This design comes from an exercise in tuning for small area and a short achievable clock period on the open sky130 flow, not from production work.
At most, simulation tests tie the RTL to the original design; equivalence was not proved.
Power figures rest on the tool's default switching activity, not on a simulated workload.

## Q
## Top
module Top (
    input         enable,
    input  [31:0] addr,
    input  [31:0] w_data,
    input  [1:0]  htrans,
    input  [2:0]  hsize,
    input         hwrite,
    input  [2:0]  hburst,
    input         Master_ready,
    input         Slave_ready,
    input         HCLK,
    input         HRESETn,
    input  [1:0]  hselx,
    output [31:0] data_out
    );
    wire        m_idle, m_write, m_read, mr_next;
    wire [31:0] HADDR;
    wire [1:0]  HTRANS;
    wire [31:0] WDATA;
    wire [31:0] data_out_q;
    wire        HRESP;
    wire [3:0]  HSEL;
    wire [127:0] hrdata_all, g1_all, g0_all;
    wire [3:0]  hresp_all;
    master Master (
        .HCLK(HCLK), .HRESETn(HRESETn),
        .enable(enable), .addr(addr), .w_data(w_data), .htrans(htrans),
        .hsize(hsize), .hwrite(hwrite), .hburst(hburst),
        .HREADY(Master_ready), .HRESP(HRESP),
        .m_idle(m_idle), .m_write(m_write), .m_read(m_read), .mr_next(mr_next),
  ...
==> flow/config.mk <==
export PLATFORM = sky130hd
export DESIGN_NAME = Top
export DESIGN_NICKNAME = Top
export VERILOG_FILES = /design/flow/design.v
export SDC_FILE = /design/flow/constraint.sdc
export NUM_CORES = 4
export LEC_CHECK = 0
export CAP_MARGIN = 20
export CORE_MARGIN = 2
export CORE_UTILIZATION = 45
export PLACE_DENSITY = 0.6
export SETUP_SLACK_MARGIN = 3.5
export SLEW_MARGIN = 20
==> flow/constraint.sdc <==
create_clock -name core_clock -period 8.0 [get_ports {HCLK}]
set_input_delay 1.6000 -clock core_clock [delete_from_list [all_inputs] [get_ports {HCLK}]]
set_output_delay 1.6000 -clock core_clock [all_outputs]
set_load 0.01 [all_outputs]
run.sh (not shown) runs the stock make flow with config.mk's settings and CLKGATE_MAP_FILE= SYNTH_SCRIPT=/design/flow/synth_recipe.tcl, a recipe that flattens the netlist after the stock synthesis.
### Q -> S
- SYNTH_HIERARCHICAL: unset -> 1
- CTS_CLUSTER_DIAMETER: unset -> 60
- CTS_CLUSTER_SIZE: unset -> 24
Notes after the runs:
Compared with Q, in S die area increased about 6.4%, highest fanout seen on the critical path neither gained nor lost much.
Going from Q to S, signal arrival time at the worst endpoint went down 0.31 ns; clock transition at the register clock pins on the worst setup and hold paths after CTS rose 0.02 ns; clock share of power shows a reduction of 6.4 points; number of gates on the worst path with buffers counted picked up an extra 2.
On violation count after the first detailed-routing iteration, the lower figure sits with Q, not S.
When the final numbers for S and Q were put side by side, the global-route usage turned out to be greater in S.
Function was not checked in any run of this note: the RTL went through the layout flow alone.

* * *

== birch ==
Another version of the RTL of Top (not shown whole).
Size in the first run: roughly 110 I/O pins, ~110,000 µm² of cells after synthesis.
Design Top, start of the top module:
module Top (
    input         enable,
    input  [31:0] addr,
    input  [31:0] w_data,
    input  [1:0]  htrans,
    input  [2:0]  hsize,
    input         hwrite,
    input  [2:0]  hburst,
    input         Master_ready,
    input         Slave_ready,
    input         HCLK,
    input         HRESETn,
    input  [1:0]  hselx,
    output [31:0] data_out
    );
    wire        m_idle, m_write, m_read, mr_next, mw_next;
    wire [31:0] HADDR;
    wire [1:0]  HTRANS;
    wire [31:0] WDATA;
    wire [31:0] data_out_q;
    wire        HRESP;
    wire [3:0]  HSEL;
    wire [127:0] hrdata_all;
    wire [255:0] g_all;
    wire [3:0]  hresp_all;
    master Master (
        .HCLK(HCLK), .HRESETn(HRESETn),
        .enable(enable), .addr(addr), .w_data(w_data), .htrans(htrans),
        .hsize(hsize), .hwrite(hwrite), .hburst(hburst),
        .HREADY(Master_ready), .HRESP(HRESP),
        .m_idle(m_idle), .m_write(m_write), .m_read(m_read), .mr_next(mr_next), .mw_next(mw_next),
        .HADDR(HADDR), .HTRANS(HTRANS), .WDATA(WDATA),
  ...
Settings: LEC_CHECK=0, CAP_MARGIN=20, CORE_MARGIN=2, CORE_UTILIZATION=55, CTS_CLUSTER_DIAMETER=70, CTS_CLUSTER_SIZE=30, PLACE_DENSITY=0.7, SETUP_SLACK_MARGIN=3.5, SLEW_MARGIN=20; clock period 8.0 ns.
standard.sh (not shown) runs the stock make flow with config.mk's settings and CLKGATE_MAP_FILE= SYNTH_SCRIPT=/design/flow/synth_recipe.tcl, a recipe that flattens the netlist after the stock synthesis.
==> flow/flow/run.sh <==
#!/bin/bash
set -euo pipefail
export SYNTH_KEEP_MODULES="Multiplexor Decoder"
export BUFFER_PORTS_ARGS="-buffer_cell sky130_fd_sc_hd__buf_4"
bash standard.sh > standard.log 2>&1
birch: full flow OK, the timing, DRC and antenna checks passed
The following lists how oak was set up differently from birch:
- a change of CORE_UTILIZATION from 55 to 45
- a change of PLACE_DENSITY from 0.7 to 0.6
==> run notes <==
Lower number of cells on the worst reg-to-reg path among oak and birch: oak. Between oak and birch, wire length on met2 is lower for birch, oak comes in above that. When oak is set beside birch, its fraction of power consumed by the clock network turns out to be 1.8 points larger. | total design power | oak vs birch | 2.3% higher |. Taking birch as the reference, in oak switching fraction of total power rose 0.31 points, number of nets with antenna violations after routing barely changed. Area occupied by multi-input gates across oak and birch: no real change. Looking only at biggest fanout along the worst timing path, and setting everything else aside, the higher value of oak and birch goes to oak.

## afterwards: timing with drivers on the ports
The results above use ideal ports. As a check the final layouts listed here were re-extracted and re-timed, cells and wires unchanged. Step 1, drivers: a clkbuf_16 drives HCLK and a buf_2 each remaining input, both assumed. Step 2 times the ports against the registers' clock, not the clock port: input delays grow and output delays shrink by t, the midpoint of the rising clock arrivals with the driver on. Three values: no drivers, after step 1, after step 2; two values: the first two.
run	t, ns	setup WS [ns]	hold slack, ns	clock arrival spread, ns	worst register clock-pin slew, ns
Q	1.025	2.595 / 2.315 / 2.315	0.477 / 0.477 / 0.477	0.072 / 0.072	0.06 / 0.06
S	0.980	2.900 / 2.810 / 2.485	0.491 / 0.491 / 0.491	0.049 / 0.049	0.10 / 0.10
birch	0.928	3.360 / 2.956 / 2.526	0.489 / 0.489 / 0.489	0.053 / 0.052	0.11 / 0.11
oak	0.955	3.422 / 3.009 / 2.592	0.487 / 0.487 / 0.487	0.058 / 0.059	0.12 / 0.12
After both steps every run listed still meets setup and hold. For birch, which loses most, drivers alone change the setup slack by -0.404 ns; drivers and shift together by -0.834 ns.
